Context: an optimization exercise on an open-source flow, tuned for small area, a short achievable clock period and few clock cycles per item. The choices shown serve that exercise and are no tape-out recipe.

==> v21 <==
## hyperbolic_exp_cordic
module hyperbolic_exp_cordic (
    input rstn,
    input clk,
    input signed [NUM_W - 1:0] z0,
    input in_valid,
    output in_ready,
    output reg signed [NUM_W - 1:0] w,
    output reg out_valid,
    input out_ready
);
    localparam NUM_W = 16;
    wire adv = !out_valid || out_ready;
    assign in_ready = adv;
    reg v0;
    reg [15:0] z_0;
    reg [3:0] dc_0;   
    wire [14:0] s0_u = z0[14:0] ^ {15{z0[15]}};
    wire s0_e1 = (s0_u < 15'd9000);
    wire s0_e2 = (s0_e1 ? (s0_u < 15'd4815) : (s0_u < 15'd13185));
    wire s0_e3 = (s0_e1 ? (s0_e2 ? (s0_u < 15'd2756) : (s0_u < 15'd6874)) : (s0_e2 ? (s0_u < 15'd11126) : (s0_u < 15'd15244)));
    wire s0_e4 = (s0_e1 ? (s0_e2 ? (s0_e3 ? (s0_u < 15'd1731) : (s0_u < 15'd3781)) : (s0_e3 ? (s0_u < 15'd5849) : (s0_u < 15'd7899))) : (s0_e2 ? (s0_e3 ? (s0_u < 15'd10101) : (s0_u < 15'd12151)) : (s0_e3 ? (s0_u < 15'd14219) : (s0_u < 15'd16269))));
    always @(posedge clk) if (!rstn) v0 <= 1'b0; else if (adv) v0 <= in_valid;
    always @(posedge clk) if (adv) begin z_0 <= z0; dc_0 <= {s0_e4, s0_e3, s0_e2, s0_e1} ^ {4{z0[15]}}; end
    reg v1;
    reg [15:0] w_1;
    reg [9:0] d_1;   
    wire [15:0] s1_c = (dc_0[3] ? (dc_0[2] ? (dc_0[1] ? (dc_0[0] ? (z_0[15] ? 16'd17294 : 16'd64830) : (z_0[15] ? 16'd8924 : 16'd56460)) : (dc_0[0] ? (z_0[15] ? 16'd13176 : 16'd60712) : (z_0[15] ? 16'd4806 : 16'd52342))) : (dc_0[1] ? (dc_0[0] ? (z_0[15] ? 16'd15244 : 16'd62780) : (z_0[15] ? 16'd6874 : 16'd54410)) : (dc_0[0] ? (z_0[15] ? 16'd11126 : 16'd58662) : (z_0[15] ? 16'd2756 : 16'd50292)))) : (dc_0[2] ? (dc_0[1] ? (dc_0[0] ? (z_0[15] ? 16'd15244 : 16'd62780) : (z_0[15] ? 16'd6874 : 16'd54410)) : (dc_0[0] ? (z_0[15] ? 16'd11126 : 16'd58662) : (z_0[15] ? 16'd2756 : 16'd50292))) : (dc_0[1] ? (dc_0[0] ? (z_0[15] ? 16'd13194 : 16'd60730) : (z_0[15] ? 16'd4824 : 16'd52360)) : (dc_0[0] ? (z_0[15] ? 16'd9076 : 16'd56612) : (z_0[15] ? 16'd706 : 16'd48242)))));
    wire [15:0] s1_z5 = z_0 + s1_c;
    wire s1_d5 = s1_z5[15];
    wire s1_ok = s1_z5[15:10] == {6{s1_d5}};
  ...
export LEC_CHECK = 0
export CAP_MARGIN = 20
export CORE_MARGIN = 2
export CORE_UTILIZATION = 40
export SETUP_SLACK_MARGIN = 2.5
export SLEW_MARGIN = 20
create_clock -name core_clock -period 5.5 [get_ports {clk}]
run.sh (not shown) runs the stock make flow with config.mk's settings and CLKGATE_MAP_FILE= SYNTH_SCRIPT=/design/flow/synth_recipe.tcl, a recipe that flattens the netlist after the stock synthesis.
==> v24: changes against v21 <==
ABC_AREA = 1   (was unset)
==> comparison table <==
quantity	v24	v21
Last element of the critical path	d_1[9]	d_1[5]
Skew final	0.01238 ns	0.01639 ns
Area of the core	0.04308 mm²	0.04403 mm²
Number of multi-input combinational cells in the layout	1385	1334
Fraction of the yosys area taken by sequential cells	44.32%	43.54%
Post-synthesis xor/xnor area fraction	9.898%	9.000%
Synthesized-area fraction occupied by adder cells	13.80%	13.61%
Mean instance size in the synthesized netlist	9.475 µm²	10.44 µm²
Area growth syn-to-layout	21.56%	24.56%
R2r worst-path depth	22	18
Depth of the critical timing path with buffers and inverters included	22	18
Multiplexer share of the synthesized area	0%	1.385%
Share of the synthesized area in compound gates (AO/OA/AOI/OAI)	11.90%	17.66%
Resized cells post-CTS	132	193
Outcome	complete, no violations	complete, no violations
Inverters	176	57
Total length of routed met3 wires	1724 µm	1759 µm
Function was not checked in any run of this note: the RTL went through the layout flow alone.

-- separate check: timing with driven ports --
How much do the figures lean on ideal ports? The routed layouts below were timed once more, with nothing changed but the port constraints.
Step 1 (the two cells are an assumption about what drives the block):
set clk [get_ports {clk}]
set_driving_cell -lib_cell sky130_fd_sc_hd__clkbuf_16 $clk
set_driving_cell -lib_cell sky130_fd_sc_hd__buf_2 [delete_from_list [all_inputs] $clk]
Step 2 moves the port delays by t, midway between the first and last clock arrival at a register: inputs arrive t later, outputs are due t later. That takes back most of the time a late clock gives input paths.
a / b / c = ideal ports / drivers / drivers and shift; a / b = the first two.
run	shift t [ns]	setup slack, ns	worst setup path at the end	latest minus earliest clock arrival (ns)
v21	0.619	1.694 / 1.694 / 1.694	register to register	0.019 / 0.020
v24	0.633	2.245 / 2.245 / 2.077	input to register	0.012 / 0.013
After both steps setup and hold are still met in every run listed. For v24, which loses most, drivers alone change the setup slack by 0.000 ns; drivers and shift together by -0.168 ns.
